This is an optimization exercise on Yosys and OpenROAD, whose aim is small area, a short achievable clock period and few clock cycles per item, not a production implementation. Only simulation tests tie the RTL to the original design; equivalence was not proved.

==> build 92: inputs <==
==> flow/design.v (excerpt) <==
module float64_mul (
    input         ap_clk,
    input         ap_rst,
    input         ap_start,
    output        ap_done,
    output        ap_idle,
    output        ap_ready,
    input  [63:0] a,
    input  [63:0] b,
    output [63:0] ap_return
);
wire        sa = a[63], sb = b[63];
wire [10:0] ea = a[62:52], eb = b[62:52];
wire [51:0] fa = a[51:0], fb = b[51:0];
wire a_e0 = (ea == 11'd0), b_e0 = (eb == 11'd0);
wire a_e1 = (ea == 11'h7FF), b_e1 = (eb == 11'h7FF);
wire a_f0 = (fa == 52'd0), b_f0 = (fb == 52'd0);
wire a_nan = a_e1 & ~a_f0, b_nan = b_e1 & ~b_f0;
wire a_inf = a_e1 & a_f0, b_inf = b_e1 & b_f0;
wire a_zero = a_e0 & a_f0, b_zero = b_e0 & b_f0;
wire a_sub = a_e0 & ~a_f0, b_sub = b_e0 & ~b_f0;
wire a_snan = a_nan & ~fa[51], b_snan = b_nan & ~fb[51];
wire any_nan = a_nan | b_nan;
wire pick_b = b_snan | (~a_snan & b_nan);
wire invalid = (a_inf & b_zero) | (a_zero & b_inf);
wire any_inf = a_inf | b_inf;
wire any_zero = a_zero | b_zero | (a_sub & b_sub);
wire special = any_nan | any_inf | any_zero;
wire sel_c = any_nan ? pick_b : b_sub;    
reg st_idle, st_swap, st_norm, st_mul, st_fin, st_den, st_done;
reg [1:0] cnt;
reg sel;                  
reg spec, sign;
reg [1:0] kind;           
reg nf;                   
reg [12:0] E;             
reg [52:0] ar;            
reg [8:0] bo, bt, bn;   
reg by;                   
reg last;                 
reg [54:0] S, C;          
reg [17:0] RS, RC;       
reg cin, sticky;
reg [11:0] OUT;           
wire load = st_idle & ap_start;
wire clr = load | st_swap | st_norm;
wire [52:0] csig = sel ? {1'b1, fa} : {1'b1, fb};
wire [1:0] cidx = st_mul ? cnt + 2'd1 : 2'd0;
wire [8:0] bon, btn, bnn;
wire byn;
assign bon[0] = (cidx == 2'd0) ? (csig[0] ^ 1'b0) : (cidx == 2'd1) ? (csig[18] ^ csig[17]) : (cidx == 2'd2) ? (csig[36] ^ csig[35]) : 1'b0;
  ...
export LEC_CHECK = 0
export CAP_MARGIN = 20
export CORE_MARGIN = 2
export CORE_UTILIZATION = 40
export CTS_BUF_LIST = sky130_fd_sc_hd__clkbuf_4 sky130_fd_sc_hd__clkbuf_8
export SETUP_SLACK_MARGIN = 5
export SLEW_MARGIN = 20
create_clock -name core_clock -period 10.0 [get_ports {ap_clk}]
run.sh (not shown) runs the stock make flow with config.mk's settings and CLKGATE_MAP_FILE= SYNTH_SCRIPT=/design/flow/synth_recipe.tcl, a recipe that flattens the netlist after the stock synthesis.
==> build 89 (differences from build 92) <==
- CAP_MARGIN: 20 -> 0
- SLEW_MARGIN: 20 -> 0
==> trial 73 (differences from build 92) <==
==> flow/flow/run.sh (new file) <==
#!/bin/bash
set -euo pipefail
MARGIN=${MARGIN:-5.2}
sed "s/SETUP_SLACK_MARGIN=[0-9.]*/SETUP_SLACK_MARGIN=$MARGIN/" standard.sh > my_standard.sh
grep -q "SETUP_SLACK_MARGIN=$MARGIN" my_standard.sh
bash my_standard.sh > layout.log 2>&1
==> flow/standard.sh (new file) <==
#!/bin/bash
# synth_recipe.tcl (not shown) runs the flow's synth.tcl, then flattens the netlist and writes it again
# the make line also repeats each setting of config.mk as NAME=value (left out here)
make -C /OpenROAD-flow-scripts/flow DESIGN_CONFIG=/design/flow/config.mk WORK_HOME=/design/flow/orfs CLKGATE_MAP_FILE= SYNTH_SCRIPT=/design/flow/synth_recipe.tcl "${@:-finish}"
removed: flow/run.sh
==> summary.txt <==
metric                                                                   build 89                 trial 73                 build 92
Outcome                                                  finished with violations  complete, no violations  complete, no violations
Layout check failures                                           capacitance limit                        -                        -
Final period utilization                                                    0.496                    0.476                    0.497
Register-to-register setup slack                                          5.05 ns                  5.24 ns                  5.09 ns
Number of non-filler instances in the completed layout                       6546                     6552                     6549
Headroom to the max-slew limit                                            -0.0118                    0.316                    0.242
Top routing layer in use                                                     met5                     met4                     met5
Length of the first detailed-routing pass in iterations                         7                       10                        6
Multi-input logic portion of the cell area                                  0.728                    0.725                    0.727
Multi-input comb cells                                                       4006                     4005                     4006
Vias per cell                                                                6.36                     6.33                     6.32
Final Cell Area                                                        48500 um^2               49000 um^2               48600 um^2
Kind of critical path                                                      in2out                  reg2reg                   in2out
Sequential cell area share                                                  0.115                    0.115                    0.115
Arrival time of the worst setup path                                      2.96 ns                  5.40 ns                  2.97 ns
Testbench counts of build 92, summed over its fixed seeds: cycles 12,564, items 2,048.
Testbench counts of build 89, summed over its fixed seeds: cycles 12,564, items 2,048.
Testbench counts of trial 73, summed over its fixed seeds: cycles 12,564, items 2,048.

[static timing again, ports no longer ideal]
Ports are ideal in the flow. The routed layouts listed here were re-timed in OpenROAD.
Step 1 assumes that a clkbuf_16 drives the clock port and a buf_2 every other input.
Step 2 moves the port delays by t, midway between the first and last clock arrival at a register: inputs arrive t later, outputs are due t later. That takes back most of the time a late clock gives input paths.
a / b / c = ideal / step 1 / step 2; a / b = the first two.
run | shift t [ns] | setup slack, ns | pins driven straight from the clock port
build 92 | 0.768 | 5.032 / 5.008 / 4.669 | 1
build 89 | 0.748 | 5.036 / 5.011 / 4.702 | 1
trial 73 | 0.765 | 5.239 / 5.239 / 4.753 | 1
For trial 73, which loses most, drivers alone change the setup slack by 0.000 ns; drivers and shift together by -0.486 ns.
